What follows belongs to an exercise in optimizing a design on an open flow for small area and a short achievable clock period; a production flow would make more cautious choices.
Function was checked by simulation only, so behaviour that the tests miss may differ from the original.
No activity file was given, so power comes from the tool's default toggle rates.

Design bfu_dif_top, start of the top module:
module bfu_dif_top
  #(parameter  Q_POINT = 8,
    parameter  TW_ROM_DEPTH = 4,
    parameter ADDR_W = $clog2(TW_ROM_DEPTH),
    parameter TW_ROM_FILE = "tw_rom_p_8_st_1_q_8.mem")
   (
     input clk,
     input reset_n,
     input [31:0] a,
     input [31:0] b,
     input [ADDR_W-1:0] tw_addr,
     output [31:0] c_plus,
     output [31:0] c_minus
   );
Size: roughly 1,700 cells after synthesis, ~130 I/O pins.
==> flow/config.mk <==
export PLATFORM = sky130hd
export DESIGN_NAME = bfu_dif_top
export DESIGN_NICKNAME = bfu_dif_top
export VERILOG_FILES = /design/flow/design.v
export SDC_FILE = /design/flow/constraint.sdc
export NUM_CORES = 4
export LEC_CHECK = 0
export CAP_MARGIN = 20
export CORE_MARGIN = 2
export CORE_UTILIZATION = 40
export SETUP_SLACK_MARGIN = 3.85
export SLEW_MARGIN = 20
==> flow/constraint.sdc <==
create_clock -name core_clock -period 6.5 [get_ports {clk}]
set_input_delay 1.3000 -clock core_clock [delete_from_list [all_inputs] [get_ports {clk}]]
set_output_delay 1.3000 -clock core_clock [all_outputs]
set_load 0.01 [all_outputs]
standard.sh (not shown) runs the stock make flow with config.mk's settings and CLKGATE_MAP_FILE= SYNTH_SCRIPT=/design/flow/synth_recipe.tcl, a recipe that flattens the netlist after the stock synthesis.
==> flow/flow/run.sh <==
#!/bin/bash
# Standard layout, with the ports buffered by buf_2 cells instead of the
# cell buffer_ports picks by default, and a clock tree with larger sink
# clusters and no dummy loads. Each ORFS step logs under orfs/logs/.
set -euo pipefail
bash standard.sh BUFFER_PORTS_ARGS="-buffer_cell sky130_fd_sc_hd__buf_2" \
  CTS_ARGS="-sink_clustering_enable -repair_clock_nets -dont_use_dummy_load -sink_clustering_size 30 -sink_clustering_max_diameter 80" \
  finish > standard.log 2>&1
Rerun with:
--- a/flow/flow/run.sh
+++ b/flow/flow/run.sh
@@ -5,4 +5,4 @@
 set -euo pipefail
 bash standard.sh BUFFER_PORTS_ARGS="-buffer_cell sky130_fd_sc_hd__buf_2" \
-  CTS_ARGS="-sink_clustering_enable -repair_clock_nets -dont_use_dummy_load -sink_clustering_size 30 -sink_clustering_max_diameter 80" \
+  CTS_ARGS="-sink_clustering_enable -repair_clock_nets -dont_use_dummy_load -sink_clustering_size 18 -sink_clustering_max_diameter 60 -buf_list sky130_fd_sc_hd__clkbuf_8" \
   finish > standard.log 2>&1
- CORE_UTILIZATION: 40 -> 55
- PLACE_DENSITY: default -> 0.7
- SETUP_SLACK_MARGIN: 3.85 -> 4.0
The new run completed with no timing, DRC or antenna violations.
Worst hold slack improves by 0.050 ns.
Core utilization increases by 16 points.
Routed wire length drops by 5.2%.
Clock power fell by 17%.
Rerun with:
==> flow/flow/run.sh (replaced) <==
#!/bin/bash
# Standard layout, with the ports buffered by buf_2 cells instead of the
# cell buffer_ports picks by default, and a clock tree with larger sink
# clusters and no dummy loads. Each ORFS step logs under orfs/logs/.
set -euo pipefail
bash standard.sh BUFFER_PORTS_ARGS="-buffer_cell sky130_fd_sc_hd__buf_2" \
  CTS_ARGS="-sink_clustering_enable -repair_clock_nets -dont_use_dummy_load -sink_clustering_size 30 -sink_clustering_max_diameter 80" \
  finish > standard.log 2>&1
- CORE_UTILIZATION: 55 -> 40
- PLACE_DENSITY: 0.7 -> default
=> Cell area increases by 1.6%. Utilization decreases by 16 points. Sequential power hardly moves. Power goes up by 3.1%. Synthesized cell count does not change.
Rerun with:
--- a/flow/flow/run.sh
+++ b/flow/flow/run.sh
@@ -5,4 +5,4 @@
 set -euo pipefail
 bash standard.sh BUFFER_PORTS_ARGS="-buffer_cell sky130_fd_sc_hd__buf_2" \
-  CTS_ARGS="-sink_clustering_enable -repair_clock_nets -dont_use_dummy_load -sink_clustering_size 30 -sink_clustering_max_diameter 80" \
+  CTS_ARGS="-sink_clustering_enable -repair_clock_nets -dont_use_dummy_load -sink_clustering_size 18 -sink_clustering_max_diameter 60 -buf_list sky130_fd_sc_hd__clkbuf_8" \
   finish > standard.log 2>&1
Effect: Register-to-register slack hardly moves. Synthesized area is unchanged. Setup slack is worse by 0.026 ns. Final cell count goes up by 0.67%. Clock-buffer cell count goes up by 15. Combinational power barely changes. Clock skew goes down by 0.0076 ns.
Rerun with:
==> flow/flow/run.sh (replaced) <==
#!/bin/bash
# Standard layout, with the ports buffered by buf_2 cells instead of the
# cell buffer_ports picks by default, and a clock tree with larger sink
# clusters and no dummy loads. Each ORFS step logs under orfs/logs/.
set -euo pipefail
bash standard.sh BUFFER_PORTS_ARGS="-buffer_cell sky130_fd_sc_hd__buf_2" \
  CTS_ARGS="-sink_clustering_enable -repair_clock_nets -dont_use_dummy_load -sink_clustering_size 30 -sink_clustering_max_diameter 80" \
  finish > standard.log 2>&1
- SETUP_SLACK_MARGIN: 4.0 -> 4.15
After rerunning: Clock skew went up by 0.021 ns. Die area is unchanged. Final cell count went down by 0.58%. Global-route usage went down by 0.34 points. Non-clock buffer count went up by 1.

* * *

Setup of main:
bfu_dif_top, a different RTL version from the one above (not shown whole).
Size: about 1,700 cells after synthesis, ~450 flip-flops, about 18,000 um^2 of cells after synthesis.
export LEC_CHECK = 0
export CAP_MARGIN = 20
export CORE_MARGIN = 2
export CORE_UTILIZATION = 40
export SETUP_SLACK_MARGIN = 4.15
export SLEW_MARGIN = 20
create_clock -name core_clock -period 6.5 [get_ports {clk}]
==> flow/flow/run.sh <==
#!/bin/bash
# Standard layout, with the ports buffered by buf_2 cells instead of the
# cell buffer_ports picks by default, and a clock tree with larger sink
# clusters and no dummy loads. Each ORFS step logs under orfs/logs/.
set -euo pipefail
bash standard.sh BUFFER_PORTS_ARGS="-buffer_cell sky130_fd_sc_hd__buf_2" \
  CTS_ARGS="-sink_clustering_enable -repair_clock_nets -dont_use_dummy_load -sink_clustering_size 30 -sink_clustering_max_diameter 80" \
  finish > standard.log 2>&1
main | status: complete | timing, DRC, antenna: pass
### main -> the feature branch
- SETUP_SLACK_MARGIN now 4.0, was 4.15
[summary]
- The feature branch: global routing usage on met2 0.25 points below main
- Against main, reported leakage power in the feature branch fell by a few percent.
- Summary of the feature branch over main: design area moved down; first-pass GRT wire length moved down; global-route usage moved down; cell count moved down; wire length moved down.
- Compared with main, the feature branch is more frugal on power.

* * *

bfu_dif_top with an RTL version that a note above also has.
For scale: ~460 flip-flops, roughly 130 I/O pins.
clock: 6.5 ns
lec_check: 0
cap_margin: 20
core_margin: 2
core_utilization: 40
gpl_timing_driven: 0
setup_slack_margin: 4.1
slew_margin: 20
==> flow/flow/run.sh <==
#!/bin/bash
# Standard layout, with the ports buffered by buf_2 cells instead of the
# cell buffer_ports picks by default, and a clock tree with larger sink
# clusters and no dummy loads. Each ORFS step logs under orfs/logs/.
set -euo pipefail
bash standard.sh BUFFER_PORTS_ARGS="-buffer_cell sky130_fd_sc_hd__buf_2" \
  CTS_ARGS="-sink_clustering_enable -repair_clock_nets -dont_use_dummy_load -sink_clustering_size 18 -sink_clustering_max_diameter 60 -buf_list sky130_fd_sc_hd__clkbuf_8" \
  finish > standard.log 2>&1
Edit:
GPL_TIMING_DRIVEN = not set   (was 0)
What happened:
- The new run produced a clean layout
- count of clock-buffer cells in the layout does not change
- critical path depth stays the same
- sequential power increases by a few percent
- sequential cell count stays the same
Edit:
TNS_END_PERCENT = 10   (was not set)
Effect: The changed run completed without violations. Design area came out lower by 1.3%. Synthesized area does not change. Maximum frequency fell by 1.3%. Global-route usage goes up by 0.14 points. Combinational power shrinks by about 3%. Worst setup slack got worse by 0.031 ns. Total power hardly moves.

* * *

## maple
Another version of the RTL of bfu_dif_top (not shown whole).
Size in the first run: about 440 flip-flops, roughly 130 I/O pins, ~18000 um^2 of cells after synthesis.
Settings: LEC_CHECK=0, CAP_MARGIN=20, CORE_MARGIN=2, CORE_UTILIZATION=60, PLACE_DENSITY=0.75, SETUP_SLACK_MARGIN=4.0, SLEW_MARGIN=20; clock period 6.5 ns.
==> flow/flow/run.sh <==
#!/bin/bash
# Standard layout, with the ports buffered by buf_2 cells instead of the
# cell buffer_ports picks by default, and a clock tree with larger sink
# clusters and no dummy loads. Each ORFS step logs under orfs/logs/.
set -euo pipefail
bash standard.sh BUFFER_PORTS_ARGS="-buffer_cell sky130_fd_sc_hd__buf_2" \
  CTS_ARGS="-sink_clustering_enable -repair_clock_nets -dont_use_dummy_load -sink_clustering_size 30 -sink_clustering_max_diameter 80" \
  finish > standard.log 2>&1
diff inputs: maple => amber
==> flow/flow/run.sh <==
#!/bin/bash
# Standard layout, with the ports buffered by buf_2 cells instead of the
# cell buffer_ports picks by default. Each ORFS step logs under orfs/logs/.
set -euo pipefail
bash standard.sh BUFFER_PORTS_ARGS="-buffer_cell sky130_fd_sc_hd__buf_2" finish > standard.log 2>&1
diff --git a/flow/config.mk b/flow/config.mk
--- a/flow/config.mk
+++ b/flow/config.mk
@@ -8,6 +8,5 @@
 export CAP_MARGIN = 20
 export CORE_MARGIN = 2
-export CORE_UTILIZATION = 60
-export PLACE_DENSITY = 0.75
+export CORE_UTILIZATION = 40
 export SETUP_SLACK_MARGIN = 4.0
 export SLEW_MARGIN = 20
--- outcome ---
amber ran to completion and came out clean on the timing, DRC and antenna checks.
The number of gates resized after cts in amber sits 2 below the value recorded for maple.
When the final numbers for amber and maple were put side by side, the routed wire length turned out to be greater in amber.
| final cycle utilization of the critical path | lower: amber |
amber — filler-free cell count of the finished design about 11% higher, maple as reference
The switching power summed over all nets reported for amber is greater than that of maple by 300 uW.
Compared with maple, in amber part of the power in combinational logic now sits lower; clock network fraction of total power now sits higher; number of violations reported at the end of detailed-routing iteration 0 now sits lower.
Worst stage delay on the critical path: maple vs amber — no meaningful difference
#### Input delta (indigo over amber)
==> flow/flow/run.sh <==
#!/bin/bash
# Standard layout, with the ports buffered by buf_2 cells instead of the
# cell buffer_ports picks by default, and a clock tree with larger sink
# clusters and no dummy loads. Each ORFS step logs under orfs/logs/.
set -euo pipefail
bash standard.sh BUFFER_PORTS_ARGS="-buffer_cell sky130_fd_sc_hd__buf_2" \
  CTS_ARGS="-sink_clustering_enable -repair_clock_nets -dont_use_dummy_load -sink_clustering_size 30 -sink_clustering_max_diameter 80" \
  finish > standard.log 2>&1
diff --git a/flow/config.mk b/flow/config.mk
--- a/flow/config.mk
+++ b/flow/config.mk
@@ -9,4 +9,4 @@
 export CORE_MARGIN = 2
 export CORE_UTILIZATION = 40
-export SETUP_SLACK_MARGIN = 4.0
+export SETUP_SLACK_MARGIN = 4.2
 export SLEW_MARGIN = 20
Notes after the runs:
Going from amber to indigo, fraction of the cycle the final worst path needs grows by 0.96 points. Relative to amber, the power consumption of indigo is lower by 860 uW. Going from amber to indigo, CTS clock-pin slew for the worst setup and hold paths now sits higher; worst setup margin now sits lower; insertion delay of the later-clocked pin in the worst-skew pair now sits higher; post-cts gate resize count now sits higher. indigo ended up with a lower met3 track utilization from global routing than amber did.

==> what the ideal ports hide <==
In the flow no input, the clock included, has a driving cell. The finished layouts below were timed again as built, in two steps.
Step 1 sets driving cells, clkbuf_16 on the clock port and buf_2 on the other inputs (assumed; they add their load-dependent delay and slew).
Step 2, shift: input delay + t, output delay - t, t = (earliest + latest rising clock arrival at the registers) / 2. This alone moves slack from input paths to output paths.
Slacks: no drivers / after step 1 / after step 2; pairs: no drivers / after step 1.
run	shift t [ns]	setup WS [ns]	worst setup path after step 2	worst slew at a driven data input, ns
the first run of note 1	0.599	3.949 / 3.949 / 3.640	input to register	0.07
the second run of note 1	0.583	4.117 / 4.126 / 3.557	input to register	0.06
the third run of note 1	0.612	4.121 / 4.067 / 3.596	input to register	0.06
the fourth run of note 1	0.639	4.095 / 4.047 / 3.570	input to register	0.05
the fifth run of note 1	0.598	4.167 / 4.115 / 3.640	input to register	0.06
main	0.596	4.030 / 4.030 / 3.667	input to register	0.07
the feature branch	0.597	4.003 / 4.003 / 3.608	input to register	0.06
the first run of note 3	0.631	4.100 / 4.052 / 3.650	input to register	0.06
the second run of note 3	0.627	4.136 / 4.083 / 3.633	input to register	0.06
the third run of note 3	0.627	4.105 / 4.057 / 3.680	input to register	0.07
maple	0.556	3.915 / 3.915 / 3.510	input to register	0.05
amber	0.615	4.004 / 4.004 / 3.498	input to register	0.05
indigo	0.594	3.941 / 3.941 / 3.625	input to register	0.06
After both steps setup and hold are still met in every run listed. For the second run of note 1, which loses most, drivers alone change the setup slack by +0.009 ns; drivers and shift together by -0.560 ns.
